Background: an optimization exercise with open tools, aiming at a short achievable clock period and few clock cycles. Do not read the settings as production practice. Only simulation tests tie the RTL to the original design; equivalence was not proved. Power figures rest on the tool's default switching activity, not on a simulated workload.

$ cat flow/design.v
`timescale 1ns / 1ps
module alu(a, b, fn_sub, fn_and, fn_xor, valE, newCC);
    input  [63:0] a;
    input  [63:0] b;
    input         fn_sub;
    input         fn_and;
    input         fn_xor;
    output [63:0] valE;
    output [2:0]  newCC;      
    wire [63:0] ai = a ^ {64{fn_sub}};
    wire [63:0] sum;
    add64 add(.a(ai), .b(b), .cin(fn_sub), .s(sum));
    assign valE = fn_and ? (a & b) : fn_xor ? (a ^ b) : sum;
    wire zf_add = ((a ^ b) ^ {(a[62:0] | b[62:0]), 1'b0}) == 64'd0;
    wire zf_eq  = (a ^ b) == 64'd0;
    wire zf_and = (a & b) == 64'd0;
    assign newCC[2] = fn_and ? zf_and : (fn_sub | fn_xor) ? zf_eq : zf_add;
    assign newCC[1] = valE[63];
    assign newCC[0] = !fn_and && !fn_xor &&
                      (fn_sub ? (a[63] != b[63]) && (sum[63] != b[63])
                              : (a[63] == b[63]) && (sum[63] != b[63]));
endmodule
module add64(a, b, cin, s);
    input  [63:0] a;
    input  [63:0] b;
    input         cin;
    output [63:0] s;
    wire [63:0] p = a ^ b;
    wire [63:0] g = (a & b) | {63'd0, p[0] & cin};
    wire [64*7-1:0] G;
    wire [64*7-1:0] P;
    assign G[63:0] = g;
    assign P[63:0] = p;
    genvar l, i;
    generate
        for (l = 0; l < 6; l = l + 1) begin : lv
            for (i = 0; i < 64; i = i + 1) begin : bt
                if (i >= (1 << l)) begin : comb
                    assign G[64*(l+1) + i] = G[64*l + i] | (P[64*l + i] & G[64*l + i - (1 << l)]);
                    assign P[64*(l+1) + i] = P[64*l + i] & P[64*l + i - (1 << l)];
                end else begin : pass
                    assign G[64*(l+1) + i] = G[64*l + i];
                    assign P[64*(l+1) + i] = P[64*l + i];
                end
            end
        end
    endgenerate
    assign s = p ^ {G[64*6 +: 63], cin};
endmodule
`timescale 1ns / 1ps
module cond(ifun, cc, Cnd);
    input  [3:0] ifun;
    input  [2:0] cc;
    output       Cnd;
    wire zf = cc[2];
    wire sf = cc[1];
    wire of = cc[0];
    assign Cnd = (ifun == 4'h0) |
                 (ifun == 4'h1) & ((sf ^ of) | zf) |
                 (ifun == 4'h2) & (sf ^ of) |
                 (ifun == 4'h3) & zf |
                 (ifun == 4'h4) & ~zf |
                 (ifun == 4'h5) & ~(sf ^ of) |
                 (ifun == 4'h6) & ~(sf ^ of) & ~zf;
endmodule
`timescale 1ns / 1ps
module registerFile(clock, reset, selA, selB, valA, valB, dstE, valE, dstM, valM);
    input         clock;
    input         reset;       
    input  [14:0] selA;
    input  [14:0] selB;
    output [63:0] valA;
    output [63:0] valB;
    input  [3:0]  dstE;
    input  [63:0] valE;
    input  [3:0]  dstM;
    input  [63:0] valM;
    wire [64*16-1:0] accA;
    wire [64*16-1:0] accB;
    assign accA[63:0] = 64'd0;
    assign accB[63:0] = 64'd0;
    genvar g;
    generate
        for (g = 0; g < 15; g = g + 1) begin : gr
            reg [63:0] q;
            always @(posedge clock) begin
                if (!reset)
                    q <= (g == 4) ? 64'd8 : 64'd0;
                else if (dstM == g)
                    q <= valM;
                else if (dstE == g)
                    q <= valE;
            end
            assign accA[64*(g+1) +: 64] = accA[64*g +: 64] | ({64{selA[g]}} & q);
            assign accB[64*(g+1) +: 64] = accB[64*g +: 64] | ({64{selB[g]}} & q);
        end
    endgenerate
    assign valA = accA[64*15 +: 64];
    assign valB = accB[64*15 +: 64];
endmodule
`timescale 1ns / 1ps
module y86_64
(
    input  wire         clk,
    input  wire         rst,             
    output wire [63:0]  instr_addr,
    input  wire [79:0]  instr_din,
    output wire [63:0]  data_addr,
    input  wire [63:0]  data_din,
    output wire [63:0]  data_dout,
    output wire         data_we,
    output wire [3:0]   stat
);
localparam  IHALT   = 4'h0,
            INOP    = 4'h1,
            IRRMOVQ = 4'h2,
            IIRMOVQ = 4'h3,
            IRMMOVQ = 4'h4,
            IMRMOVQ = 4'h5,
            IOPQ    = 4'h6,
            IJXX    = 4'h7,
            ICALL   = 4'h8,
            IRET    = 4'h9,
            IPUSHQ  = 4'hA,
            IPOPQ   = 4'hB;
localparam  RRSP    = 4'h4,
            RNONE   = 4'hF;
localparam  SAOK    = 4'h1,
            SADR    = 4'h2,
            SINS    = 4'h3,
            SHLT    = 4'h4;
localparam  [13:0] FETCH_MAX = 14'd8182;    
localparam  [12:0] DATA_MAX  = 13'd8184;    
reg  [12:0]  F_pc;
reg          F_bad;
reg  [13:0]  ras;           
reg          D_valid;
reg  [3:0]   D_stat;
reg  [3:0]   D_icode;
reg  [3:0]   D_ifun;
reg  [3:0]   D_dstE;
reg  [3:0]   D_dstM;
reg  [14:0]  D_selA;        
reg  [14:0]  D_selB;
reg          D_mA_M;        
reg          D_mA_E;        
reg          D_mB_M;
reg          D_mB_E;
reg          D_eA_M;        
reg          D_eA_E;        
reg          D_eB_M;
reg          D_eB_E;
reg          D_a_alu;       
reg          D_k_valC;      
reg          D_k_down;      
reg          D_k_up;        
reg          D_call;
reg  [63:0]  D_valC;
reg  [13:0]  D_valP;        
reg  [13:0]  D_target;      
reg          D_jxx;         
reg          D_taken;       
reg          D_resolved;    
reg  [13:0]  D_retpred;     
reg          E_valid;
reg  [3:0]   E_stat;
reg  [3:0]   E_icode;
reg  [3:0]   E_ifun;
reg  [63:0]  E_a;
reg  [63:0]  E_b;
reg  [63:0]  E_d;
reg          E_bypA;
reg          E_bypB;
reg          E_bypDe;
reg          E_bypDm;
reg          E_sub;
reg          E_and;
reg          E_xor;
reg  [3:0]   E_dstE;
reg  [3:0]   E_dstM;
reg  [13:0]  E_valP;
reg  [13:0]  E_target;
reg  [13:0]  E_retpred;
reg          E_jxx;
reg          E_taken;
reg          E_resolved;
reg          M_valid;
reg  [63:0]  M_valE;
reg  [12:0]  M_addr;
reg          M_we;
reg  [63:0]  M_wdata;
reg  [3:0]   M_dstE;
reg  [3:0]   M_dstM;
reg          M_ret;
reg  [13:0]  M_retpred;
reg          R_mis;
reg  [13:0]  R_tgt;         
reg  [2:0]   CC_old;        
reg          CC_upd;        
reg          P_pend;        
reg  [3:0]   P_stat;
reg  [2:0]   CC;            
reg  [3:0]   S_stat;
wire         done = S_stat != SAOK;
assign stat       = S_stat;
assign instr_addr = {51'd0, F_pc};
assign data_addr  = {51'd0, M_addr};
assign data_dout  = M_wdata;
assign data_we    = M_we && !R_mis;
wire        e_cnd;
cond e_cond(.ifun(E_ifun), .cc(CC), .Cnd(e_cnd));
wire        e_cmov_off = E_icode == IRRMOVQ && !e_cnd;
wire [3:0]  e_dstE = (!E_valid || e_cmov_off) ? RNONE : E_dstE;
wire [3:0]  e_dstM = E_valid ? E_dstM : RNONE;
wire [3:0]  d_dstE = D_valid ? D_dstE : RNONE;
wire [3:0]  d_dstM = D_valid ? D_dstM : RNONE;
wire [2:0]  e_newCC;
wire        e_sets_cc = E_valid && E_icode == IOPQ;
wire        e_zf_early = 1'b1;
wire [2:0]  d_cc = e_sets_cc ? {e_newCC[2], CC[1:0]} : CC;
wire [3:0]   f_icode = F_bad ? INOP : instr_din[7:4];
wire [3:0]   f_ifun  = instr_din[3:0];
wire [3:0]   f_rA    = instr_din[15:12];
wire [3:0]   f_rB    = instr_din[11:8];
reg          f_valid_ins;
always @(*) begin
    case (f_icode)
        IOPQ   : f_valid_ins = f_ifun <= 4'h3;
        IJXX   : f_valid_ins = f_ifun <= 4'h6;
        4'hD   : f_valid_ins = 1'b0;
        4'hE   : f_valid_ins = 1'b0;
        4'hF   : f_valid_ins = 1'b0;
        default: f_valid_ins = 1'b1;
    endcase
end
wire [3:0]   f_stat = F_bad ? SADR : !f_valid_ins ? SINS : f_icode == IHALT ? SHLT : SAOK;
wire f_need_regids = f_icode == IRRMOVQ || f_icode == IIRMOVQ || f_icode == IRMMOVQ || f_icode == IMRMOVQ ||
                     f_icode == IOPQ || f_icode == IPUSHQ || f_icode == IPOPQ;
wire f_need_valC   = f_icode == IIRMOVQ || f_icode == IRMMOVQ || f_icode == IMRMOVQ ||
                     f_icode == IJXX || f_icode == ICALL;
wire [13:0]  pc1  = {1'b0, F_pc} + 14'd1;
wire [13:0]  pc2  = {1'b0, F_pc} + 14'd2;
wire [13:0]  pc9  = {1'b0, F_pc} + 14'd9;
wire [13:0]  pc10 = {1'b0, F_pc} + 14'd10;
wire [13:0]  f_valP = f_need_valC ? (f_need_regids ? pc10 : pc9) : (f_need_regids ? pc2 : pc1);
wire         f_valP_bad = f_valP > FETCH_MAX;
wire [63:0]  f_valC = f_need_regids ? instr_din[79:16] : instr_din[71:8];
wire         f_tgt_bad = (|instr_din[71:21]) || ({1'b0, instr_din[20:8]} > FETCH_MAX);
wire [13:0]  f_target = {f_tgt_bad, instr_din[20:8]};
wire         f_jxx  = !F_bad && f_icode == IJXX && f_ifun <= 4'h6;
wire         f_call = !F_bad && f_icode == ICALL;
wire         f_ret  = !F_bad && f_icode == IRET;
wire         f_cnd;
cond f_cond(.ifun(f_ifun), .cc(d_cc), .Cnd(f_cnd));
wire         f_resolved = f_ifun == 4'h0 ||
                          (!(D_valid && D_icode == IOPQ) &&
                           (!e_sets_cc || (e_zf_early && (f_ifun == 4'h3 || f_ifun == 4'h4))));
wire         f_backward = instr_din[20:8] <= F_pc;
wire         f_guess    = f_backward || f_ifun == 4'h4 || f_ifun == 4'h5 || f_ifun == 4'h6;
wire         f_taken    = f_resolved ? f_cnd : f_guess;
wire [13:0]  f_pred = (f_jxx && f_taken) || f_call ? f_target :
                      f_ret ? ras :
                      {f_valP_bad, f_valP[12:0]};
wire [3:0] f_srcA = (f_icode == IRRMOVQ || f_icode == IRMMOVQ || f_icode == IOPQ || f_icode == IPUSHQ) ? f_rA : RNONE;
wire [3:0] f_srcB = (f_icode == IRMMOVQ || f_icode == IMRMOVQ || f_icode == IOPQ) ? f_rB :
                    (f_icode == ICALL || f_icode == IRET || f_icode == IPUSHQ || f_icode == IPOPQ) ? RRSP :
                    RNONE;
wire [3:0] f_dstE = (f_icode == IRRMOVQ || f_icode == IIRMOVQ || f_icode == IOPQ) ? f_rB :
                    (f_icode == ICALL || f_icode == IRET || f_icode == IPUSHQ || f_icode == IPOPQ) ? RRSP :
                    RNONE;
wire [3:0] f_dstM = (f_icode == IMRMOVQ || f_icode == IPOPQ) ? f_rA : RNONE;
wire       f_hasA = f_srcA != RNONE;
wire       f_hasB = f_srcB != RNONE;
wire [63:0] rf_valA, rf_valB;
wire [63:0] d_valA = D_mA_M ? data_din : D_mA_E ? M_valE : rf_valA;
wire [63:0] d_valB = D_mB_M ? data_din : D_mB_E ? M_valE : rf_valB;
wire        d_zf_only = D_ifun == 4'h3 || D_ifun == 4'h4;
wire        d_resolvable = D_jxx && !D_resolved && (!e_sets_cc || (e_zf_early && d_zf_only));
wire        d_cnd;
cond d_cond(.ifun(D_ifun), .cc(d_cc), .Cnd(d_cnd));
wire [63:0] e_a = E_bypA ? M_valE : E_a;
wire [63:0] e_b = E_bypB ? M_valE : E_b;
wire [63:0] e_valE;
alu alu(
    .a(e_a),
    .b(e_b),
    .fn_sub(E_sub),
    .fn_and(E_and),
    .fn_xor(E_xor),
    .valE(e_valE),
    .newCC(e_newCC)
);
wire        e_addr_from_b = E_icode == IRET || E_icode == IPOPQ;
wire        e_addr_down   = E_icode == ICALL || E_icode == IPUSHQ;
wire [12:0] e_addr  = e_addr_from_b ? e_b[12:0] : e_valE[12:0];
wire        e_mem   = E_icode == IRMMOVQ || E_icode == IMRMOVQ || E_icode == ICALL ||
                      E_icode == IRET || E_icode == IPUSHQ || E_icode == IPOPQ;
wire        e_store = E_icode == IRMMOVQ || E_icode == ICALL || E_icode == IPUSHQ;
wire [13:0] e_lo    = {1'b0, e_b[12:0]} + {1'b0, E_a[12:0]};
wire [50:0] e_hx    = e_b[63:13] ^ E_a[63:13];
wire [50:0] e_ho    = e_b[63:13] | E_a[63:13];
wire        e_hi_zero = (e_hx ^ {e_ho[49:0], e_lo[13]}) == 51'd0;
wire        e_ok_disp = e_hi_zero && e_lo[12:0] <= DATA_MAX;
wire        e_ok_down = ~|e_b[63:14] && (e_b[13] ? e_b[12:0] == 13'd0 : e_b[12:3] != 10'd0);
wire        e_ok_b    = ~|e_b[63:13] && e_b[12:0] <= DATA_MAX;
wire        e_addr_ok = e_addr_from_b ? e_ok_b : e_addr_down ? e_ok_down : e_ok_disp;
wire        e_dfault = E_stat == SAOK && e_mem && !e_addr_ok;
wire [3:0]  e_stat  = e_dfault ? SADR : E_stat;
wire        e_mispredict = E_valid && E_jxx && !E_resolved && e_cnd != E_taken;
wire [13:0] e_redirect_pc = e_cnd ? E_target : E_valP;
wire [63:0] e_wdata = E_bypDm ? data_din : E_bypDe ? M_valE : E_d;
wire        m_ret_bad  = (|data_din[63:13]) || ({1'b0, data_din[12:0]} > FETCH_MAX);
wire        m_ret_hit  = !M_retpred[13] && ~|data_din[63:13] && data_din[12:0] == M_retpred[12:0];
wire        m_ret_mis  = M_valid && M_ret && !m_ret_hit && !R_mis;
wire        m_ret_wait = M_valid && M_ret && !R_mis;     
wire        redir_M    = R_mis;
wire        redir_E    = !redir_M && e_mispredict;
wire        redir_D    = !redir_M && !e_mispredict && D_valid && d_resolvable && d_cnd != D_taken;
wire        stall      = D_valid && ((D_a_alu && D_eA_M) || D_eB_M);
wire        e_fault   = E_valid && e_stat != SAOK && !redir_M;
wire        e_declare = e_fault && !m_ret_wait;
wire        p_declare = P_pend && !redir_M;
wire        d_declare = D_valid && D_stat != SAOK && !redir_M && !e_mispredict &&
                        !(E_valid && E_icode == IRET) && !m_ret_wait;
always @(posedge clk) begin
    if (!rst)
        S_stat <= SAOK;
    else if (!done) begin
        if (p_declare)
            S_stat <= P_stat;
        else if (e_declare)
            S_stat <= e_stat;
        else if (d_declare)
            S_stat <= D_stat;
    end
end
always @(posedge clk) begin
    if (!rst) begin
        P_pend <= 1'b0;
        R_mis  <= 1'b0;
    end else begin
        P_pend <= e_fault && m_ret_wait;
        R_mis  <= m_ret_mis;
    end
    P_stat <= e_stat;
    R_tgt  <= {m_ret_bad, data_din[12:0]};
end
always @(posedge clk) begin
    if (!rst) begin
        F_pc  <= 13'd0;
        F_bad <= 1'b0;
    end else if (redir_M) begin
        F_pc  <= R_tgt[12:0];
        F_bad <= R_tgt[13];
    end else if (redir_E) begin
        F_pc  <= e_redirect_pc[12:0];
        F_bad <= e_redirect_pc[13];
    end else if (redir_D) begin
        F_pc  <= d_cnd ? D_target[12:0] : D_valP[12:0];
        F_bad <= d_cnd ? D_target[13] : (D_valP > FETCH_MAX);
    end else if (!stall) begin
        F_pc  <= f_pred[12:0];
        F_bad <= f_pred[13];
    end
end
always @(posedge clk) begin
    if (!rst)
        ras <= 14'd0;
    else if (f_call && !stall)
        ras <= {f_valP_bad, f_valP[12:0]};
end
integer k;
always @(posedge clk) begin
    if (!rst || redir_M || redir_E || redir_D) begin
        D_valid    <= 1'b0;
    end else if (!stall) begin
        D_valid    <= 1'b1;
    end
end
always @(posedge clk) begin
    if (!stall) begin
        D_stat     <= f_stat;
        D_icode    <= f_icode;
        D_ifun     <= f_ifun;
        D_dstE     <= f_dstE;
        D_dstM     <= f_dstM;
        D_jxx      <= f_jxx;
        D_taken    <= f_taken;
        D_resolved <= f_resolved;
    end
end
always @(posedge clk) begin
    if (stall) begin
        D_mA_M   <= D_eA_M;
        D_mA_E   <= D_eA_E;
        D_mB_M   <= D_eB_M;
        D_mB_E   <= D_eB_E;
        D_eA_M   <= 1'b0;
        D_eA_E   <= 1'b0;
        D_eB_M   <= 1'b0;
        D_eB_E   <= 1'b0;
    end else begin
        D_mA_M   <= f_hasA && f_srcA == e_dstM;
        D_mA_E   <= f_hasA && f_srcA == e_dstE;
        D_mB_M   <= f_hasB && f_srcB == e_dstM;
        D_mB_E   <= f_hasB && f_srcB == e_dstE;
        D_eA_M   <= f_hasA && f_srcA == d_dstM;
        D_eA_E   <= f_hasA && f_srcA == d_dstE;
        D_eB_M   <= f_hasB && f_srcB == d_dstM;
        D_eB_E   <= f_hasB && f_srcB == d_dstE;
    end
end
always @(posedge clk) if (!stall) begin
    for (k = 0; k < 15; k = k + 1) begin
        D_selA[k] <= f_srcA == k;
        D_selB[k] <= f_srcB == k;
    end
    D_a_alu  <= f_icode == IRRMOVQ || f_icode == IOPQ;
    D_k_valC <= f_icode == IIRMOVQ || f_icode == IRMMOVQ || f_icode == IMRMOVQ;
    D_k_down <= f_icode == ICALL || f_icode == IPUSHQ;
    D_k_up   <= f_icode == IRET || f_icode == IPOPQ;
    D_call   <= f_icode == ICALL;
    D_valC   <= f_valC;
    D_valP   <= f_valP;
    D_target <= f_target;
    D_retpred <= f_pred;
end
always @(posedge clk) begin
    if (!rst || redir_M || redir_E || stall)
        E_valid    <= 1'b0;
    else
        E_valid    <= D_valid;
end
always @(posedge clk) begin
    begin
        E_stat     <= D_stat;
        E_icode    <= D_icode;
        E_ifun     <= D_ifun;
        E_dstE     <= D_dstE;
        E_dstM     <= D_dstM;
        E_jxx      <= D_jxx;
        E_resolved <= D_resolved || d_resolvable;
        E_bypA     <= D_a_alu && D_eA_E && !e_cmov_off;
        E_bypB     <= D_eB_E && !e_cmov_off;
        E_bypDe    <= !D_a_alu && D_eA_E && !D_eA_M && !e_cmov_off;
        E_bypDm    <= !D_a_alu && D_eA_M;
        E_sub      <= D_icode == IOPQ && D_ifun == 4'h1;
        E_and      <= D_icode == IOPQ && D_ifun == 4'h2;
        E_xor      <= D_icode == IOPQ && D_ifun == 4'h3;
    end
end
always @(posedge clk) begin
    E_a <= ({64{D_a_alu}} & d_valA) |
           ({64{D_k_valC}} & D_valC) |
           ({64{D_k_down}} & 64'hFFFF_FFFF_FFFF_FFF8) |
           ({64{D_k_up}} & 64'd8);
    E_b <= d_valB;
    E_d <= D_call ? {50'd0, D_valP} : d_valA;
    E_valP    <= {D_valP > FETCH_MAX, D_valP[12:0]};
    E_target  <= D_target;
    E_taken   <= D_taken;
    E_retpred <= D_retpred;
end
always @(posedge clk) begin
    if (!rst || redir_M) begin
        M_valid <= 1'b0;
        M_dstE  <= RNONE;
        M_dstM  <= RNONE;
        M_we    <= 1'b0;
        M_ret   <= 1'b0;
    end else begin
        M_valid <= E_valid;
        M_dstE  <= e_dstE;
        M_dstM  <= e_dstM;
        M_we    <= E_valid && e_store && E_stat == SAOK && e_addr_ok && !done && !P_pend;
        M_ret   <= E_valid && E_icode == IRET && E_stat == SAOK;
    end
end
always @(posedge clk) begin
    M_valE    <= e_valE;
    M_addr    <= e_addr;
    M_wdata   <= e_wdata;
    M_retpred <= E_retpred;
end
wire        cc_en = E_valid && E_icode == IOPQ && E_stat == SAOK && !redir_M;
always @(posedge clk) begin
    if (!rst)
        CC <= 3'b100;
    else if (redir_M) begin
        if (CC_upd)
            CC <= CC_old;
    end else if (cc_en)
        CC <= e_newCC;
end
always @(posedge clk) begin
    CC_old <= CC;
    CC_upd <= cc_en;
end
registerFile rf(
    .clock(clk),
    .reset(rst),
    .selA(D_selA),
    .selB(D_selB),
    .valA(rf_valA),
    .valB(rf_valB),
    .dstE(R_mis ? RNONE : M_dstE),
    .valE(M_valE),
    .dstM(R_mis ? RNONE : M_dstM),
    .valM(data_din)
);
endmodule
`timescale 1ns / 1ps
module y86_64_top
(
    input  wire         clk,
    input  wire         rst_n,           
    output wire [63:0]  imem_addr,       
    input  wire [79:0]  imem_data,       
    output wire [63:0]  dmem_addr,       
    input  wire [63:0]  dmem_rdata,      
    output wire [63:0]  dmem_wdata,      
    output wire         dmem_we,         
    output wire [3:0]   stat             
);
y86_64 y86_64_pipe (
    .clk(clk),
    .rst(rst_n),
    .instr_addr(imem_addr),
    .instr_din(imem_data),
    .data_addr(dmem_addr),
    .data_din(dmem_rdata),
    .data_dout(dmem_wdata),
    .data_we(dmem_we),
    .stat(stat)
);
endmodule
$ cat flow/flow/run.sh
#!/bin/bash
# The standard layout, with these changes to how it is made:
set -euo pipefail
MARGIN=${MARGIN:-6.5}
bash standard.sh SETUP_SLACK_MARGIN=$MARGIN \
    'BUFFER_PORTS_ARGS=-buffer_cell sky130_fd_sc_hd__buf_4' \
    MATCH_CELL_FOOTPRINT=0 \
    finish > standard_make.log 2>&1
$ cat flow/standard.sh
#!/bin/bash
# synth_recipe.tcl (not shown) runs the flow's synth.tcl, then flattens the netlist and writes it again
# the make line also repeats each setting of config.mk as NAME=value (left out here)
make -C /OpenROAD-flow-scripts/flow DESIGN_CONFIG=/design/flow/config.mk WORK_HOME=/design/flow/orfs CLKGATE_MAP_FILE= SYNTH_SCRIPT=/design/flow/synth_recipe.tcl "${@:-finish}"
$ cat flow/config.mk
export PLATFORM = sky130hd
export DESIGN_NAME = y86_64_top
export DESIGN_NICKNAME = y86_64_top
export VERILOG_FILES = /design/flow/design.v
export SDC_FILE = /design/flow/constraint.sdc
export NUM_CORES = 4
export LEC_CHECK = 0
export ABC_CLOCK_PERIOD_IN_PS = 3500
export CAP_MARGIN = 20
export CORE_MARGIN = 2
export CORE_UTILIZATION = 40
export PLACE_DENSITY = 0.6
export SLEW_MARGIN = 20
$ cat flow/constraint.sdc
create_clock -name core_clock -period 10.0 [get_ports {clk}]
set_input_delay 2.0000 -clock core_clock [delete_from_list [all_inputs] [get_ports {clk}]]
set_output_delay 2.0000 -clock core_clock [all_outputs]
set_load 0.01 [all_outputs]
==> notes.md, run 1 <==
Final min period 4830 ps; Syn-to-layout area delta 18.6%; Slew HR a little over an eighth; max_cap viols 0; clk latency of the worst-skew pair a little under 900 ps; Setup CP Type reg -> reg; M1 WL 174,000 um; footprint of the multi-input gates approximately 55,000 um2; share of cells above drive strength 1 ~17%; Post-DP Area about 94,000 um2; register area share after synthesis a little under two fifths; CTS tree built; first-pass GRT wire length roughly 650,000 um; Initial DRT Pass Iterations 8; fin crit share just under 50%; DR top layer met5; slowest CP cell or4_4; Setup WS pre-CTS 3390 ps; peak supply drop around 160 uV; setup violation total in the final timing report 0; cts hold-fix bufs 0; Hold Violations, Final 0; post-route ant nets 0; Pwr per Cell Area roughly 220 nW/um2; Final GP Congestion approximately 1; largest cells by area after synthesis dfxtp_1 (32%), mux2i_1 (13%), a211oi_1 (8.2%), a22oi_1 (7.0%), edfxtp_1 (5.4%); vias in the first global route between 80k and 90k; clk sink count roughly 1.6k; via count approximately 90k; FF+latch area ~34,000 um2; met2 wire len slightly below 200,000 um; Final Max Tran Viols 0; Via density approximately 6.9; CP max FO 7; Leakage approximately 43 nW; Peak Freq about 0.21 GHz; r2r setup slk 5170 ps; Post-Layout Inst Area roughly 110,000 um2; Initial Util approximately two fifths; overall die area about 230,000 um2; total wire length 472,000 um; CP startpoint y86_64_pipe.E_bypB; placed insts 12.5k; Tightest Hold Check Type reg -> reg; Cell Rows ~170; #FFs+latches synth approximately 1.6k; CTS Buf Count around 180; commonest cells after routing, fill and taps aside dfxtp_1 (1,404), nor2_1 (1,114), mux2i_1 (1,051), a211oi_1 (977), a22oi_1 (843); Primary FF master, synth dfxtp_1; delay-heaviest family, CP simple AND/OR/NAND/NOR gates; Root Driver clkbuf_16; Final #Nets 10.3k; CTS H-tree lvls 4; commonest non-fill, non-tap cell in the layout dfxtp_1; EDFF count, synth about 160; Critical Path End y86_64_pipe.F_pc[1]; RSZ-0062 raised after global routing true; hpwl dp roughly 280,000 um; CP Cell Sequence buf_4 > buf_12 > clkbuf_16 > mux2_4 > ha_4 > nor4_4 > and4_1 > nand4_1 > or4_4 > o221ai_4 > and2_4 > a31oi_1 > a31oi_1 > o21a_4 > buf_12 > mux2i_4 > a221o_1 > a21oi_1; met3 wire len 59,500 um; post-synthesis cell type with the largest combined area dfxtp_1; largest net degree at the start of global routing about 170; status timing/DRC/antenna clean; clk buf depth 3; pin slew with the least headroom to its limit about 1300 ps; Slowest Stage Delay on Critical Path roughly 590 ps; Reg2Reg Launch Point y86_64_pipe.E_bypB; final clock skew 51.2 ps; io pins around 340; DR DRC count 0; CP arrival around 5600 ps; Std-Cell Core Area between 200,000 and 250,000 um2; Synth Warn # 2; grt total ovfl 0; crit end category flip-flop; WP depth 18; post-synthesis cell count between 10k and 15k; die width between 400 and 500 um; syn_area_per_cell roughly 9 um2; startpoint class of the critical path flip-flop; drt initial violations approximately 16k; top-area cell type share of the netlist area 32.4%; antenna violations before repair 29; Tot GR Track Use between 30% and 40%; synth unique cells 90; final cell count without fillers around 13k; Clock transition at path regs 70 ps; FILL cells around 21k; Async S/R FF share, synth 0%; Worst Path Required 10,800 ps; input/output buffers roughly 240; Worst R2R End y86_64_pipe.F_pc[1]; drt wl/cell around 36 um; Post-Syn Area between 90,000 and 100,000 um2; worst reg2reg path depth 18; setup_tns 0 ps; Die H between 400 and 500 um; CP bufs+invs 4; final worst slack around 5200 ps
==> routing by layer <==
metal  vias to the layer above  GRT usage [%]
met5                         -          0.228
met4                        32           29.7
met3                      2269           12.2
met2                      7324           56.4
met1                     43000           48.6
li1                      37000              -
==> state kept, by name, summed over array words and instances, names as in the netlist, 15 cells and up <==
signal,cells
y86_64_pipe.M_valE,64
y86_64_pipe.E_d,64
y86_64_pipe.rf.gr.q,960
y86_64_pipe.M_wdata,64
y86_64_pipe.D_selA,15
y86_64_pipe.D_valC,64
y86_64_pipe.E_a,64
y86_64_pipe.D_selB,15
y86_64_pipe.E_b,64
==> logic make-up after synthesis <==
logic type | count (synthesis) | synth area share, %
AO/OA/AOI/OAI | 2940 | 23.1
XOR/XNOR | 267 | 2.60
adder cells (fa/ha/maj) | 269 | 3.75
buffers and inverters | 1463 | 6.58
flip-flops | 1619 | 37.8
multiplexers | 1323 | 14.9
other | 1 | 0.00416
AND/OR/NAND/NOR | 2256 | 11.3
==> power by group <==
group          internal (W)  switching (W)
Combinational       0.00299        0.00515
Sequential          0.00716        0.00110
Clock               0.00426        0.00308
==> stage by stage <==
step | hold WS (ps) | utilization, % | total power, W
3_5_place_dp | 314 | 42.0 | 0.0148
6_report | 328 | 47.6 | 0.0238
4_1_cts | 325 | 46.8 | 0.0229
5_1_grt | 331 | 47.6 | 0.0242
3_3_place_gp | 313 | 42.0 | 0.0148
2_1_floorplan | 310 | - | 0.0117
==> worst reg2reg max path, stage by stage (launching register included) <==
cell and delay (ps):
dfxtp_4 430, buf_4 150, buf_12 120, clkbuf_16 180, mux2_4 360, ha_4 200, nor4_4 340, and4_1 280
nand4_1 320, or4_4 590, o221ai_4 170, and2_4 260, a31oi_1 100, a31oi_1 260, o21a_4 250, buf_12 170
mux2i_4 80, a221o_1 370, a21oi_1 140
==> synthesized netlist by cell type (all sizes together), types with 209 or more instances <==
master	count
a211oi	986
a21oi	294
a22oi	843
buf	261
clkbuf	939
dfxtp	1456
ha	267
inv	259
mux2i	1167
nand2	412
nand4	276
nor2	1131
o21ai	319
xnor2	209
==> area by class of cell <==
cell class / instances / area share (%)
Multi-Input combinational cell: 7165 / 51.7
Timing Repair Buffer: 669 / 5.78
Clock buffer: 259 / 5.05
Sequential cell: 1619 / 32.0
Tap cell: 2992 / 3.50
Antenna cell: 11 / 0.0258
Inverter: 263 / 0.956
Clock inverter: 77 / 0.985
==> how the worst min path moves through the flow <==
stage	start	end	slack (ps)	cells after the start
2_1_floorplan	y86_64_pipe.E_retpred[0]	y86_64_pipe.M_retpred[0]	310	0
3_3_place_gp	y86_64_pipe.E_retpred[1]	y86_64_pipe.M_retpred[1]	310	0
3_5_place_dp	y86_64_pipe.E_retpred[12]	y86_64_pipe.M_retpred[12]	310	0
4_1_cts	y86_64_pipe.E_retpred[8]	y86_64_pipe.M_retpred[8]	330	0
5_1_grt	y86_64_pipe.E_retpred[1]	y86_64_pipe.M_retpred[1]	330	0
6_report	y86_64_pipe.E_retpred[6]	y86_64_pipe.M_retpred[6]	330	0
==> repair_timing <==
item,4_1_cts,5_1_grt
setup buffers,148,75
endpoints found under the setup margin,824,534
pin swaps,138,122
gates cloned,14,4
resized for setup,559,220
Testbench counts, summed over its fixed seeds: cycles 120,098.
==> run 2: changes to the inputs <==
--- a/flow/design.v
+++ b/flow/design.v
@@ -171,5 +171,2 @@
 reg  [63:0]  E_d;
-reg          E_bypA;
-reg          E_bypB;
-reg          E_bypDe;
 reg          E_bypDm;
@@ -280,4 +277,4 @@
 cond d_cond(.ifun(D_ifun), .cc(d_cc), .Cnd(d_cnd));
-wire [63:0] e_a = E_bypA ? M_valE : E_a;
-wire [63:0] e_b = E_bypB ? M_valE : E_b;
+wire [63:0] e_a = E_a;
+wire [63:0] e_b = E_b;
 wire [63:0] e_valE;
@@ -310,3 +307,3 @@
 wire [13:0] e_redirect_pc = e_cnd ? E_target : E_valP;
-wire [63:0] e_wdata = E_bypDm ? data_din : E_bypDe ? M_valE : E_d;
+wire [63:0] e_wdata = E_bypDm ? data_din : E_d;
 wire        m_ret_bad  = (|data_din[63:13]) || ({1'b0, data_din[12:0]} > FETCH_MAX);
@@ -442,5 +439,2 @@
         E_resolved <= D_resolved || d_resolvable;
-        E_bypA     <= D_a_alu && D_eA_E && !e_cmov_off;
-        E_bypB     <= D_eB_E && !e_cmov_off;
-        E_bypDe    <= !D_a_alu && D_eA_E && !D_eA_M && !e_cmov_off;
         E_bypDm    <= !D_a_alu && D_eA_M;
@@ -451,4 +445,7 @@
 end
+wire        d_fwdA_e = D_eA_E && !D_eA_M && !e_cmov_off;
+wire        d_fwdB_e = D_eB_E && !e_cmov_off;
 always @(posedge clk) begin
-    E_a <= ({64{D_a_alu}} & d_valA) |
+    E_a <= (D_a_alu && d_fwdA_e) ? e_valE :
+           ({64{D_a_alu}} & d_valA) |
            ({64{D_k_valC}} & D_valC) |
@@ -456,4 +453,4 @@
            ({64{D_k_up}} & 64'd8);
-    E_b <= d_valB;
-    E_d <= D_call ? {50'd0, D_valP} : d_valA;
+    E_b <= d_fwdB_e ? e_valE : d_valB;
+    E_d <= D_call ? {50'd0, D_valP} : d_fwdA_e ? e_valE : d_valA;
     E_valP    <= {D_valP > FETCH_MAX, D_valP[12:0]};
==> notes.md, run 2 <==
antenna violations before repair 38 (+31%); CP arrival 4760 ps (-870 ps); max_cap viols 0 (unchanged); register area share after synthesis 38.2% (+0.36 points); DR DRC count 0 (unchanged); overall die area 226,000 um2 (-1.1%); CTS H-tree lvls 4 (unchanged); top-area cell type share of the netlist area 32.7% (+0.30 points); Post-Syn Area 89,100 um2 (-1.1%); Tot GR Track Use 40.3% (+1.1 points); Initial Util 40.1% (about the same); input/output buffers 239 (unchanged); post-route ant nets 0 (unchanged); Leakage 39.0 nW (-10%); hpwl dp 276,000 um (-1.3%); Post-DP Area 92,100 um2 (-2.2%); Final GP Congestion 1.02 (-0.67%); EDFF count, synth 163 (unchanged); synth unique cells 105 (+17%); pin slew with the least headroom to its limit 1260 ps (-38.2 ps); CTS Buf Count 178 (-1.7%); Largest Register y86_64_pipe.rf.gr.q; clk buf depth 3 (unchanged); Syn-to-layout area delta 19.4%; Std-Cell Core Area 222,000 um2 (-1.1%); Peak Freq 0.250 GHz (+21%); commonest non-fill, non-tap cell in the layout dfxtp_1; slowest CP cell or4_4; clk sink count 1,616 (-0.19%); syn_area_per_cell 8.40 um2 (-5.4%); drt wl/cell 35.9 um (-0.73%); startpoint class of the critical path flip-flop; placed insts 12.8k (+2.6%); most common cell in the netlist dfxtp_1; Initial DRT Pass Iterations 10 (+2); status timing/DRC/antenna clean; CTS tree built; CP max FO 6 (-1); via count 94.6k (+5.6%); Final min period 4000 ps (-827 ps); commonest cells after routing, fill and taps aside dfxtp_1 (1,335), nor2_1 (1,193), nand2_1 (810), a22oi_1 (763), a211oi_1 (695); Async S/R FF share, synth 0% (unchanged); final worst slack 6000 ps (+827 ps); setup violation total in the final timing report 0 (unchanged); Primary FF master, synth dfxtp_1; top post-synthesis cells by count dfxtp_1 (1,453), nor2_1 (1,210), clkbuf_1 (1,052); first-pass GRT wire length 660,000 um (+1.7%); Synth Warn # 2 (unchanged); hold_ws 322 ps (-5.49 ps); Tightest Hold Check Type reg -> reg; #FFs+latches synth 1,616 (-0.19%); io pins 343 (unchanged); Setup CP Type reg -> reg; Pwr per Cell Area 256 nW/um2 (+15%); max reg flops 960 (unchanged); final clock skew 38.2 ps (-13.0 ps); clk latency of the worst-skew pair 870 ps (-20 ps); drt initial violations 18.2k (+13%); Post-Layout Inst Area 106,000 um2 (-0.50%); Via density 7.05 (+2.7%); vias in the first global route 87.2k (+3.6%); post-synthesis cell type with the largest combined area dfxtp_1; Slew HR 15.7% (+2.5 points); CP Cell Sequence inv_4 > ha_4 > buf_6 > nor4_4 > nand4_1 > or4_4 > o21ai_4 > or3_4 > a221oi_4 > or4_4 > buf_8 > o221a_4 > o221a_4 > o31a_1; Die H 476 um (-0.56%); peak supply drop 175 uV (+8.6%); Cell Rows 173 (-0.57%); Root Driver clkbuf_16; RSZ-0062 raised after global routing true; Clock transition at path regs 70 ps (about the same); Slowest Stage Delay on Critical Path 650 ps (+60 ps); final cell count without fillers 13.4k (+2.8%); die width 476 um (-0.56%); Final Max Tran Viols 0 (unchanged); Setup WS pre-CTS 4560 ps (+1180 ps); largest cells by area after synthesis dfxtp_1 (33%), mux2i_1 (7.6%), a22oi_1 (6.4%), a211oi_1 (6.0%), edfxtp_1 (5.5%); cts hold-fix bufs 0 (unchanged); Worst Path Required 10,760 ps (-40 ps); grt total ovfl 0 (unchanged); fin crit share 40.0% (-8.3 points); crit end category flip-flop; total wire length 482,000 um (+2.0%); setup_tns 0 ps (unchanged); share of cells above drive strength 1 18.4% (+1.1 points); Hold Violations, Final 0 (unchanged); post-synthesis cell count 10.6k (+4.6%); largest net degree at the start of global routing 189 (+13%); Final #Nets 10.6k (+3.0%)
==> run 2: metrics by stage <==
stage                     utilization [%]  power, W
after CTS                            46.4    0.0255
after global placement               41.5    0.0170
final                                47.9    0.0272
after detailed placement             41.5    0.0170
after global routing                 47.9    0.0277
after floorplan                         -    0.0132
==> run 2: where the power goes <==
| part | leakage [nW] | internal (W) | switching, W |
|---|---|---|---|
| clock network | 3.00 | 0.00397 | 0.00308 |
| logic | 22.3 | 0.00420 | 0.00716 |
| registers | 13.6 | 0.00736 | 0.00146 |
==> run 2: cell families (layout without fill, tap and decap cells) <==
family | after synthesis | count (layout) | synth area share, %
other cells | 1 | 131 | 0.00421
xor+xnor | 220 | 220 | 2.18
simple gates | 3098 | 3104 | 15.5
flops | 1616 | 1616 | 38.2
fa+ha+maj | 207 | 207 | 2.92
compound gates | 3117 | 3118 | 25.4
buf+inv | 1576 | 1284 | 7.17
mux | 765 | 765 | 8.72
==> run 2: worst paths after layout <==
path	slack (ps)	start	to	cells after the start
max	6000	y86_64_pipe.E_b[49]	y86_64_pipe.F_pc[11]	14
max reg2reg	6000	y86_64_pipe.E_b[49]	y86_64_pipe.F_pc[11]	14
min	320	y86_64_pipe.E_retpred[4]	y86_64_pipe.M_retpred[4]	0
min reg2reg	320	y86_64_pipe.E_retpred[4]	y86_64_pipe.M_retpred[4]	0
==> run 2: cell type report <==
cell class	instances	area, um2
Tap cell	2975	3720
Antenna cell	28	70.1
Fill cell	20900	116000
Clock inverter	81	972
Multi-Input combinational cell	7517	54300
Inverter	255	1010
Sequential cell	1616	34200
Timing Repair Buffer	700	6860
Clock buffer	248	5150
==> run 2: critical path, delay by kind of cell, from the launching register on <==
family / cells / cell delay, ps
AND/OR/NAND/NOR: 5 / 2060
flip-flops: 1 / 370
AO/OA/AOI/OAI: 5 / 880
adder cells (fa/ha/maj): 1 / 250
buffers and inverters: 3 / 360
==> run 2: what timing repair did <==
| action | 4_1_cts | 5_1_grt |
|---|---|---|
| resized for setup | 733 | 458 |
| pin swaps | 181 | 223 |
| buffers inserted | 141 | 99 |
| setup endpoints to repair | 1008 | 974 |
| cloned | 11 | 9 |
==> run 2: layer usage <==
metal	routed length [um]	vias up	global-route usage (%)
met2	191000	8522	56.1
met3	70200	2438	13.0
met1	174000	45100	51.1
li1	-	38500	-
met5	237	-	0.576
met4	46700	22	31.1
Testbench counts of run 2, summed over its fixed seeds: cycles 120,098.
==> run 3: changes to the inputs <==
--- a/flow/design.v
+++ b/flow/design.v
@@ -1,4 +1,4 @@
 `timescale 1ns / 1ps
-module alu(a, b, fn_sub, fn_and, fn_xor, valE, newCC);
-    input  [63:0] a;
+module alu(ai, b, fn_sub, fn_and, fn_xor, valE, newCC);
+    input  [63:0] ai;
     input  [63:0] b;
@@ -9,14 +9,13 @@
     output [2:0]  newCC;      
-    wire [63:0] ai = a ^ {64{fn_sub}};
     wire [63:0] sum;
     add64 add(.a(ai), .b(b), .cin(fn_sub), .s(sum));
-    assign valE = fn_and ? (a & b) : fn_xor ? (a ^ b) : sum;
-    wire zf_add = ((a ^ b) ^ {(a[62:0] | b[62:0]), 1'b0}) == 64'd0;
-    wire zf_eq  = (a ^ b) == 64'd0;
-    wire zf_and = (a & b) == 64'd0;
-    assign newCC[2] = fn_and ? zf_and : (fn_sub | fn_xor) ? zf_eq : zf_add;
+    wire [63:0] x = ai ^ b;
+    assign valE = fn_and ? (ai & b) : fn_xor ? x : sum;
+    wire zf_add = (x ^ {(ai[62:0] | b[62:0]), 1'b0}) == 64'd0;
+    wire zf_sub = &x;
+    wire zf_xor = x == 64'd0;
+    wire zf_and = (ai & b) == 64'd0;
+    assign newCC[2] = fn_and ? zf_and : fn_sub ? zf_sub : fn_xor ? zf_xor : zf_add;
     assign newCC[1] = valE[63];
-    assign newCC[0] = !fn_and && !fn_xor &&
-                      (fn_sub ? (a[63] != b[63]) && (sum[63] != b[63])
-                              : (a[63] == b[63]) && (sum[63] != b[63]));
+    assign newCC[0] = !fn_and && !fn_xor && (ai[63] == b[63]) && (sum[63] != b[63]);
 endmodule
@@ -254,4 +253,3 @@
                            (!e_sets_cc || (e_zf_early && (f_ifun == 4'h3 || f_ifun == 4'h4))));
-wire         f_backward = instr_din[20:8] <= F_pc;
-wire         f_guess    = f_backward || f_ifun == 4'h4 || f_ifun == 4'h5 || f_ifun == 4'h6;
+wire         f_guess    = f_ifun == 4'h4 || f_ifun == 4'h5 || f_ifun == 4'h6;
 wire         f_taken    = f_resolved ? f_cnd : f_guess;
@@ -281,3 +279,3 @@
 alu alu(
-    .a(e_a),
+    .ai(e_a),
     .b(e_b),
@@ -440,3 +438,3 @@
         E_bypDm    <= !D_a_alu && D_eA_M;
-        E_sub      <= D_icode == IOPQ && D_ifun == 4'h1;
+        E_sub      <= d_sub;
         E_and      <= D_icode == IOPQ && D_ifun == 4'h2;
@@ -447,8 +445,10 @@
 wire        d_fwdB_e = D_eB_E && !e_cmov_off;
+wire        d_sub = D_icode == IOPQ && D_ifun == 4'h1;
+wire [63:0] d_inv = {64{d_sub}};
 always @(posedge clk) begin
-    E_a <= (D_a_alu && d_fwdA_e) ? e_valE :
-           ({64{D_a_alu}} & d_valA) |
-           ({64{D_k_valC}} & D_valC) |
-           ({64{D_k_down}} & 64'hFFFF_FFFF_FFFF_FFF8) |
-           ({64{D_k_up}} & 64'd8);
+    E_a <= (D_a_alu && d_fwdA_e) ? (e_valE ^ d_inv) :
+           (({64{D_a_alu}} & d_valA) |
+            ({64{D_k_valC}} & D_valC) |
+            ({64{D_k_down}} & 64'hFFFF_FFFF_FFFF_FFF8) |
+            ({64{D_k_up}} & 64'd8)) ^ d_inv;
     E_b <= d_fwdB_e ? e_valE : d_valB;
==> notes.md, run 3 <==
Initial Util 40.1% (about the same); grt total ovfl 0 (unchanged); Tot GR Track Use 40.0% (-0.27 points); worst hold start y86_64_pipe.E_retpred[8]; crit end category flip-flop; Worst Path Required 10,800 ps (+40 ps); largest cells by area after synthesis dfxtp_1 (33%), mux2i_1 (8.6%), a22oi_1 (6.7%), a211oi_1 (6.6%), edfxtp_1 (5.6%); register area share after synthesis 38.7% (+0.51 points); Final GP Congestion 1.05 (+3.0%); CP startpoint imem_data[4]; top post-synthesis cells by count dfxtp_1 (1,453), nor2_1 (1,225), clkbuf_1 (987); DR DRC count 0 (unchanged); footprint of the multi-input gates 52,400 um2 (-3.5%); Initial DRT Pass Iterations 9 (-1); Syn-to-layout area delta 18.3%; total wire length 474,000 um (-1.8%); r2r setup slk 6080 ps (+80 ps); Clock transition at path regs 60 ps (about the same); pin slew with the least headroom to its limit 1300 ps (+33.0 ps); cts hold-fix bufs 0 (unchanged); Post-Syn Area 87,900 um2 (-1.3%); post-synthesis cell count 10.3k (-2.8%); Via density 7.12 (+0.98%); Reg2Reg Launch Point y86_64_pipe.E_b[61]; Final #Nets 10.3k (-3.2%); M1 WL 173,000 um (-0.30%); CTS H-tree lvls 4 (unchanged); Async S/R FF share, synth 0% (unchanged); largest net degree at the start of global routing 204 (+7.9%); FILL cells 20.6k (-1.4%); met3 wire len 66,800 um (-4.9%); final clock skew 31.0 ps (-7.22 ps); EDFF count, synth 163 (unchanged); setup_tns 0 ps (unchanged); commonest non-fill, non-tap cell in the layout dfxtp_1; input/output buffers 239 (unchanged); Final Max Tran Viols 0 (unchanged); first-pass GRT wire length 650,000 um (-1.5%); Std-Cell Core Area 219,000 um2 (-1.3%); Final min period 3960 ps (-41.9 ps); DR top layer met5; Worst Hold Endpoint y86_64_pipe.M_retpred[8]; die width 473 um (-0.66%); clk buf depth 3 (unchanged); Leakage 39.0 nW (+0.22%); CTS Buf Count 179 (+0.56%); CP arrival 4760 ps (about the same); peak supply drop 173 uV (-1.2%); Die H 473 um (-0.66%); vias in the first global route 85.9k (-1.5%); share of cells above drive strength 1 18.2% (-0.22 points); Peak Freq 0.252 GHz (+1.1%); CTS tree built; CP max FO 11 (+5); Hold Violations, Final 0 (unchanged); hpwl dp 272,000 um (-1.3%); worst reg2reg path depth 16 (+2); RSZ-0062 raised after global routing true; fin crit share 39.6% (-0.42 points); Cells on Worst Hold Path 0 (unchanged); clk sink count 1,616 (unchanged); met2 wire len 188,000 um (-1.8%); clk latency of the worst-skew pair 890 ps (+20 ps); Primary FF master, synth dfxtp_1; Tightest Hold Check Type reg -> reg; io pins 343 (unchanged); Cell Rows 172 (-0.58%); syn_area_per_cell 8.53 um2 (+1.5%); status timing/DRC/antenna clean; antenna violations before repair 44 (+16%); Worst R2R End y86_64_pipe.F_pc[1]; max_cap viols 0 (unchanged); Pwr per Cell Area 260 nW/um2 (+1.4%); hold_ws 325 ps (+2.07 ps); drt initial violations 17.0k (-7.0%); Largest Register y86_64_pipe.rf.gr.q; post-route ant nets 0 (unchanged); drt wl/cell 36.3 um (+0.92%); via count 93.0k (-1.7%); startpoint class of the critical path input port; setup violation total in the final timing report 0 (unchanged); commonest cells after routing, fill and taps aside dfxtp_1 (1,365), nor2_1 (1,205), a22oi_1 (786), a211oi_1 (764), mux2i_1 (736); Setup CP Type in -> reg; Root Driver clkbuf_16; synth unique cells 92 (-12%); most common cell in the netlist dfxtp_1; max reg flops 960 (unchanged); Slew HR 13.5% (-2.1 points); post-synthesis cell type with the largest combined area dfxtp_1; FF+latch area 34,200 um2 (-0.19%); overall die area 223,000 um2 (-1.3%); top-area cell type share of the netlist area 33.1% (+0.44 points); Synth Warn # 2 (unchanged); #FFs+latches synth 1,616 (unchanged)
## run 3: what timing repair did
action                                   CTS  global route
setup buffers                            205            94
cloned                                    12             4
resized for setup                        667           366
pin swaps                                184           181
endpoints found under the setup margin  1212           625
## run 3: final cells by class
cell class                 instances  share of cell area [%]
antenna                           46                   0.111
clock buffer                     266                    5.06
clock inverter                    59                   0.690
inverter                         251                   0.958
multi-input combinational       7222                    50.4
sequential                      1616                    32.9
tap                             2871                    3.45
timing repair buffer             730                    6.47
timing repair inverter             1                 0.00481
## run 3: report_power, final
group	internal, W	switching (W)	leakage [nW]	total, W
Sequential	0.00734	0.00140	13.6	0.00874
Combinational	0.00439	0.00702	22.5	0.0114
Clock	0.00381	0.00305	2.93	0.00686
## run 3: metrics by stage
| step | utilization [%] | power [W] | instances | worst slack, ps | instance area (um2) |
|---|---|---|---|---|---|
| final | 47.5 | 0.0270 | 13100 | 6040 | 104000 |
| after global routing | 47.4 | 0.0275 | 13000 | 5980 | 104000 |
| after CTS | 46.3 | 0.0254 | 12900 | 6120 | 101000 |
| after detailed placement | 41.3 | 0.0167 | 12400 | 4830 | 90500 |
| after global placement | 41.3 | 0.0167 | 12400 | 4540 | 90400 |
| after floorplan | - | 0.0130 | 10400 | 5390 | 88500 |
## run 3: cell families after synthesis
group,count (synthesis),share of synthesized area [%]
multiplexers,913,10.6
AO/OA/AOI/OAI,3063,25.1
buffers and inverters,1577,7.29
other,1,0.00427
XOR/XNOR,211,2.11
adder cells (fa/ha/maj),133,1.92
flip-flops,1616,38.7
AND/OR/NAND/NOR,2789,14.3
## run 3: worst max-delay path by stage
stage                     endpoint  slack (ps)
2_1_floorplan    y86_64_pipe.F_bad        5390
3_3_place_gp   y86_64_pipe.F_pc[7]        4540
3_5_place_dp   y86_64_pipe.F_pc[0]        4830
4_1_cts          y86_64_pipe.F_bad        6120
5_1_grt          y86_64_pipe.F_bad        5980
6_report         y86_64_pipe.F_bad        6040
## run 3: critical path: stages
cell	delay [ps]
buf_12	120
o31a_1	310
a311oi_4	220
buf_6	180
nor2_2	40
o31a_1	280
buf_6	140
buf_4	130
or3_4	370
a21oi_2	170
a41oi_2	170
a21oi_2	180
mux2_4	200
o311ai_4	80
a21oi_1	150
## run 3: per-layer routing
| layer | vias up | track usage (%) |
|---|---|---|
| met4 | 26 | 31.4 |
| met5 | - | 0.324 |
| met2 | 8356 | 55.5 |
| met3 | 2382 | 13.7 |
| li1 | 37500 | - |
| met1 | 44700 | 50.3 |
Testbench counts of run 3, summed over its fixed seeds: cycles 120,098.
==> run 4: changes to the inputs <==
--- a/flow/config.mk
+++ b/flow/config.mk
@@ -10,4 +10,4 @@
 export CORE_MARGIN = 2
-export CORE_UTILIZATION = 40
-export PLACE_DENSITY = 0.6
+export CORE_UTILIZATION = 55
+export PLACE_DENSITY = 0.7
 export SLEW_MARGIN = 20
==> notes.md, run 4 <==
Worst Path Required 10,700 ps (-100 ps); max_cap viols 0 (unchanged); Worst Hold Endpoint y86_64_pipe.M_retpred[8]; Via density 7.82 (+9.9%); top post-synthesis cells by count dfxtp_1 (1,453), nor2_1 (1,225), clkbuf_1 (987); die width 404 um (-15%); clk buf depth 3 (unchanged); Syn-to-layout area delta 15.2%; Tot GR Track Use 53.9% (+14 points); r2r setup slk 6070 ps (about the same); Clock transition at path regs 60 ps (about the same); startpoint class of the critical path flip-flop; Initial DRT Pass Iterations 17 (+8); Root Driver clkbuf_16; Slew HR 11.9% (-1.7 points); post-synthesis cell type with the largest combined area dfxtp_1; hpwl dp 257,000 um (-5.6%); cell mode on critical path buf_6; Pwr per Cell Area 260 nW/um2 (about the same); post-route ant nets 0 (unchanged); Post-Syn Area 87,900 um2 (unchanged); Reg2Reg Launch Point y86_64_pipe.E_b[28]; hold_ws 327 ps (+2.46 ps); Slowest Stage Delay on Critical Path 600 ps (+230 ps); final clock skew 48.2 ps (+17.2 ps); Hold Violations, Final 0 (unchanged); Async S/R FF share, synth 0% (unchanged); Primary FF master, synth dfxtp_1; slowest CP cell o311ai_1; share of cells above drive strength 1 16.0% (-2.2 points); drt initial violations 20.9k (+23%); RSZ-0062 raised after global routing true; most common cell in the netlist dfxtp_1; drt wl/cell 38.0 um (+4.9%); Worst R2R End y86_64_pipe.E_a[52]; Setup CP Type reg -> reg; io pins 343 (unchanged); crit end category flip-flop; commonest cells after routing, fill and taps aside dfxtp_1 (1,385), nor2_1 (1,212), a22oi_1 (787), a211oi_1 (764), mux2i_1 (735); synth unique cells 92 (unchanged); vias in the first global route 87.0k (+1.3%); Final min period 3930 ps (-33.7 ps); Peak Freq 0.255 GHz (+0.86%); Die H 404 um (-15%); Final GP Congestion 1.05 (+0.33%); Cells on Worst Hold Path 0 (unchanged); grt total ovfl 0 (unchanged); max reg flops 960 (unchanged); pin slew with the least headroom to its limit 1320 ps (+24.8 ps); worst reg2reg path depth 16 (unchanged); Final #Nets 10.2k (-0.75%); antenna violations before repair 37 (-16%); DR DRC count 0 (unchanged); syn_area_per_cell 8.53 um2 (unchanged); Largest Register y86_64_pipe.rf.gr.q; CTS Buf Count 172 (-3.9%); via count 95.1k (+2.3%); status timing/DRC/antenna clean; top-area cell type share of the netlist area 33.1% (unchanged); CP Cell Sequence inv_1 > ha_4 > nand3_1 > o311ai_1 > a32o_1 > a31oi_4 > buf_12 > buf_6 > o21bai_4 > buf_6 > a21oi_4 > buf_6 > or3_4 > a31oi_4 > o21ai_1 > xnor2_1; worst hold start y86_64_pipe.E_retpred[8]; Initial Util 55.4% (+15 points); total wire length 463,000 um (-2.3%); commonest non-fill, non-tap cell in the layout dfxtp_1; clk latency of the worst-skew pair 870 ps (-20 ps); CP max FO 10 (-1); final core occ 63.8% (+16 points); setup violation total in the final timing report 0 (unchanged); Leakage 38.3 nW (-1.8%); largest cells by area after synthesis dfxtp_1 (33%), mux2i_1 (8.6%), a22oi_1 (6.7%), a211oi_1 (6.6%), edfxtp_1 (5.6%); #FFs+latches synth 1,616 (unchanged); input/output buffers 239 (unchanged); peak supply drop 210 uV (+21%); first-pass GRT wire length 640,000 um (-1.5%); Final Max Tran Viols 0 (unchanged); setup_tns 0 ps (unchanged); Total Power 0.0263 W (-2.6%); Cell Rows 146 (-15%); fin crit share 39.3% (-0.34 points); post-synthesis cell count 10.3k (unchanged); CP arrival 4630 ps (-130 ps); Std-Cell Core Area 159,000 um2 (-28%); overall die area 163,000 um2 (-27%); clk sink count 1,616 (unchanged); register area share after synthesis 38.7% (unchanged); CTS H-tree lvls 4 (unchanged); CTS tree built; Tightest Hold Check Type reg -> reg; largest net degree at the start of global routing 132 (-35%); Synth Warn # 2 (unchanged); EDFF count, synth 163 (unchanged)
==> run 4: per-layer routing <==
metal,track usage [%],wire (um),part of all wire (%)
met1,65.5,157000,34
met4,46.3,53700,12
met2,70.9,174000,38
met3,25.2,77600,17
met5,0.565,231,0.050
==> run 4: how the worst max path moves through the flow <==
stage | start | endpoint | slack [ps] | cells past startpoint
2_1_floorplan | imem_data[4] | y86_64_pipe.F_bad | 5390 | 13
3_3_place_gp | y86_64_pipe.E_b[43] | y86_64_pipe.F_pc[11] | 4860 | 13
3_5_place_dp | imem_data[7] | y86_64_pipe.F_bad | 4920 | 12
4_1_cts | imem_data[5] | y86_64_pipe.F_bad | 6180 | 13
5_1_grt | y86_64_pipe.E_a[0] | y86_64_pipe.E_d[60] | 5980 | 20
6_report | y86_64_pipe.E_b[28] | y86_64_pipe.E_a[52] | 6070 | 16
==> run 4: worst max-delay path, delay by kind of cell (launching register included) <==
kind	cells	cell delay [ps]
AND/OR/NAND/NOR	2	540
buffers and inverters	5	700
XOR/XNOR	1	140
flip-flops	1	390
adder cells (fa/ha/maj)	1	390
AO/OA/AOI/OAI	7	1610
==> run 4: kinds of logic (layout without fill, tap and decap cells) <==
| logic type | count (synthesis) | in the layout | share of synthesized area [%] |
|---|---|---|---|
| mux | 913 | 913 | 10.6 |
| compound gates | 3063 | 3067 | 25.1 |
| simple gates | 2789 | 2794 | 14.3 |
| buf+inv | 1577 | 1227 | 7.29 |
| other cells | 1 | 129 | 0.00427 |
| fa+ha+maj | 133 | 133 | 1.92 |
| flops | 1616 | 1616 | 38.7 |
| xor+xnor | 211 | 211 | 2.11 |
==> run 4: layout make-up <==
cell class	instances	area [um2]
Tap cell	2072	2590
Sequential cell	1616	34100
Fill cell	13300	57400
Clock buffer	257	5190
Inverter	251	980
Timing Repair Buffer	661	6070
Timing Repair inverter	1	5.00
Antenna cell	26	65.1
Clock inverter	57	779
Multi-Input combinational cell	7221	51400
==> run 4: stage by stage <==
step / instance area [um2] / std cells / worst slack, ps
3_5_place_dp: 89400 / 11600 / 4920
2_1_floorplan: 88500 / 10400 / 5390
6_report: 101000 / 12200 / 6070
4_1_cts: 99800 / 12100 / 6180
5_1_grt: 101000 / 12100 / 5980
3_3_place_gp: 89400 / 11600 / 4860
==> run 4: timing repair <==
action / in CTS / in global routing
hold buffers: 0 / 0
resized for setup: 593 / 183
cloned: 14 / 3
pin swaps: 172 / 84
endpoints found under the setup margin: 958 / 598
setup buffers: 189 / 53
==> run 4: power breakdown <==
group | internal, W | leakage (nW) | total (W) | switching [W]
Combinational | 0.00393 | 21.8 | 0.0107 | 0.00682
Clock | 0.00396 | 2.91 | 0.00688 | 0.00293
Sequential | 0.00732 | 13.6 | 0.00867 | 0.00134
==> run 5: changes to the inputs <==
--- a/flow/design.v
+++ b/flow/design.v
@@ -241,3 +241,4 @@
 wire [13:0]  f_valP = f_need_valC ? (f_need_regids ? pc10 : pc9) : (f_need_regids ? pc2 : pc1);
-wire         f_valP_bad = f_valP > FETCH_MAX;
+wire         f_valP_bad = f_need_valC ? (f_need_regids ? F_pc > 13'd8172 : F_pc > 13'd8173)
+                                      : (f_need_regids ? F_pc > 13'd8180 : F_pc > 13'd8181);
 wire [63:0]  f_valC = f_need_regids ? instr_din[79:16] : instr_din[71:8];
--- a/flow/config.mk
+++ b/flow/config.mk
@@ -10,4 +10,4 @@
 export CORE_MARGIN = 2
-export CORE_UTILIZATION = 55
-export PLACE_DENSITY = 0.7
+export CORE_UTILIZATION = 40
+export PLACE_DENSITY = 0.6
 export SLEW_MARGIN = 20
==> notes.md, run 5 <==
CTS tree built; worst reg2reg path depth 15 (-1); register area share after synthesis 37.4% (-1.3 points); fin crit share 38.1% (-1.1 points); die width 481 um (+19%); Std-Cell Core Area 227,000 um2 (+43%); Die H 481 um (+19%); DR DRC count 0 (unchanged); drt wl/cell 36.7 um (-3.6%); vias in the first global route 87.3k (+0.39%); Synth Warn # 2 (unchanged); post-synthesis cell type with the largest combined area dfxtp_1; Post-Layout Inst Area 107,000 um2 (+5.4%); clk sink count 1,616 (unchanged); max reg flops 960 (unchanged); Initial DRT Pass Iterations 10 (-7); commonest cells after routing, fill and taps aside nand2_1 (1,429), dfxtp_1 (1,347), o211a_1 (980), mux2i_1 (868), a22oi_1 (793); Peak Freq 0.262 GHz (+3.0%); grt total ovfl 0 (unchanged); antenna violations before repair 36 (-2.7%); first-pass GRT wire length 662,000 um (+3.4%); Final #Nets 10.3k (+1.2%); crit end category flip-flop; share of cells above drive strength 1 16.8% (+0.80 points); top post-synthesis cells by count dfxtp_1 (1,453), nand2_1 (1,442), o211a_1 (980); status timing/DRC/antenna clean; Syn-to-layout area delta 17.3%; startpoint class of the critical path flip-flop; Final min period 3810 ps (-114 ps); Tightest Hold Check Type reg -> reg; Total Power 0.0256 W (-2.7%); Final Max Tran Viols 0 (unchanged); #FFs+latches synth 1,616 (unchanged); CP arrival 4580 ps (-50 ps); final clock skew 33.7 ps (-14.5 ps); Tot GR Track Use 39.5% (-14 points); Hold Violations, Final 0 (unchanged); hold_ws 325 ps (-2.44 ps); setup violation total in the final timing report 0 (unchanged); Initial Util 40.1% (-15 points); Post-Syn Area 90,900 um2 (+3.5%); input/output buffers 239 (unchanged); via count 94.1k (-1.1%); Setup WS pre-CTS 4790 ps (-133 ps); pin slew with the least headroom to its limit 1410 ps (+84.4 ps); final worst slack 6190 ps (+114 ps); EDFF count, synth 163 (unchanged); peak supply drop 189 uV (-9.8%); largest cells by area after synthesis dfxtp_1 (32%), o211a_1 (11%), mux2i_1 (9.8%), a22oi_1 (6.5%), nand2_1 (6.0%); Worst Path Required 10,760 ps (+60 ps); largest net degree at the start of global routing 129 (-2.3%); hpwl dp 273,000 um (+6.1%); io pins 343 (unchanged); Primary FF master, synth dfxtp_1; Clock transition at path regs 60 ps (about the same); Root Driver clkbuf_16; Via density 7.12 (-9.0%); top-area cell type share of the netlist area 32.0% (-1.1 points); CTS Buf Count 178 (+3.5%); synth unique cells 103 (+12%); post-route ant nets 0 (unchanged); Largest Register y86_64_pipe.rf.gr.q; clk latency of the worst-skew pair 880 ps (about the same); drt initial violations 18.0k (-14%); overall die area 231,000 um2 (+42%); CTS H-tree lvls 4 (unchanged); Setup CP Type reg -> reg; CP max FO 6 (-4); post-synthesis cell count 10.4k (+0.57%); setup_tns 0 ps (unchanged); Cell Rows 175 (+20%); most common cell in the netlist dfxtp_1; Final GP Congestion 1.01 (-3.9%); Post-DP Area 93,800 um2 (+4.9%); Cells on Worst Hold Path 0 (unchanged); max_cap viols 0 (unchanged); cts hold-fix bufs 0 (unchanged); commonest non-fill, non-tap cell in the layout nand2_1; syn_area_per_cell 8.78 um2 (+2.9%); RSZ-0062 raised after global routing true; clk buf depth 3 (unchanged); Async S/R FF share, synth 0% (unchanged); Pwr per Cell Area 240 nW/um2 (-7.8%); Slew HR 6.26% (-5.6 points); Leakage 53.1 nW (+39%); total wire length 485,000 um (+4.8%)
## run 5: cell count changes in the layout (fill, tap and decap cells not counted), moves of 24 or more
| cell | previous run | this run |
|---|---|---|
| o21ai_0 | 124 | 156 |
| buf_4 | 517 | 547 |
| dfxtp_2 | 47 | 79 |
| nand2_1 | 545 | 1429 |
| o211a_1 | 18 | 980 |
| a211oi_1 | 764 | 50 |
| dfxtp_1 | 1385 | 1347 |
| nor2_1 | 1212 | 262 |
| a311oi_1 | 255 | 4 |
| a211oi_2 | 11 | 35 |
| mux2_2 | 139 | 68 |
| mux2i_1 | 735 | 868 |
## run 5: kinds of logic after synthesis
| family | Yosys count | share of synthesized area, % |
|---|---|---|
| buffers and inverters | 1553 | 6.97 |
| XOR/XNOR | 224 | 2.17 |
| adder cells (fa/ha/maj) | 138 | 1.92 |
| multiplexers | 962 | 10.7 |
| flip-flops | 1616 | 37.4 |
| other | 1 | 0.00412 |
| AND/OR/NAND/NOR | 2717 | 13.6 |
| AO/OA/AOI/OAI | 3151 | 27.3 |
## run 5: power breakdown
part,total [W],switching [W],internal [W]
Clock,0.00707,0.00305,0.00403
Combinational,0.0101,0.00636,0.00371
Sequential,0.00844,0.00121,0.00724
## run 5: final timing paths
| check | from | end | slack, ps |
|---|---|---|---|
| max reg2reg | y86_64_pipe.E_b[15] | y86_64_pipe.F_pc[9] | 6190 |
| max | y86_64_pipe.E_b[15] | y86_64_pipe.F_pc[9] | 6190 |
| min | y86_64_pipe.E_retpred[9] | y86_64_pipe.M_retpred[9] | 320 |
| min reg2reg | y86_64_pipe.E_retpred[9] | y86_64_pipe.M_retpred[9] | 320 |
## run 5: per-layer routing
metal  GRT usage, %  vias to the layer above  share of wire (%)
met1           49.2                    45400                 36
li1               -                    37500                  -
met4           31.0                       34                9.8
met2           55.2                     8560                 40
met5              0                        -              0.047
met3           13.7                     2516                 14
## run 5: critical path, cell delays in order (launching register included)
cell and delay (ps):
dfxtp_2 320, buf_4 150, ha_4 220, nor4_2 250
and4_4 340, nand3_2 100, or4_4 640, and3_4 250
a211oi_4 280, buf_4 160, buf_6 90, o21ai_4 60
a211oi_4 300, buf_6 190, a211oi_1 70, o31ai_2 250
## run 5: metrics by stage
step	instances	utilization, %
floorplan	10500	-
global placement	12600	41.4
detailed placement	12600	41.4
CTS	13100	46.2
global route	13200	47.1
finish	13200	47.1
## run 5: layout make-up
class | instances | area [um2]
Tap cell | 3009 | 3760
Timing Repair Buffer | 696 | 6500
Inverter | 244 | 931
Clock buffer | 259 | 5200
Fill cell | 21300 | 120000
Antenna cell | 19 | 47.5
Sequential cell | 1616 | 34200
Multi-Input combinational cell | 7303 | 55100
Clock inverter | 71 | 928
## run 5: repair_timing
item	CTS	global route
cloned	12	7
setup buffers	195	73
pin swaps	168	145
resized for setup	664	273
endpoints found under the setup margin	1099	602
Testbench counts of run 5, summed over its fixed seeds: cycles 120,098.

## separate check: timing with driven ports
The flow's constraints put no driver on any port. The routed layouts listed below were extracted and timed again, unchanged, in two steps. Step 1, drivers: a clkbuf_16 drives clk and a buf_2 each remaining input, both assumed. Step 2 times the ports against the registers' clock, not the clock port: input delays grow and output delays shrink by t, the midpoint of the rising clock arrivals with the driver on. Slacks: ideal / step 1 / step 2; pairs: ideal / step 1.
run | t, ns | setup WS [ns] | worst register clock-pin slew, ns
run 1 | 0.959 | 5.169 / 5.169 / 4.976 | 0.07 / 0.07
run 2 | 0.952 | 5.996 / 5.996 / 5.309 | 0.07 / 0.07
run 3 | 0.970 | 6.038 / 6.060 / 5.090 | 0.07 / 0.07
run 4 | 0.940 | 6.071 / 6.071 / 5.221 | 0.07 / 0.07
run 5 | 0.964 | 6.186 / 6.186 / 5.443 | 0.07 / 0.07
After both steps every run listed still meets setup and hold. The setup slack of run 3, which loses most, moves by +0.022 ns with the drivers and by -0.948 ns with both steps.
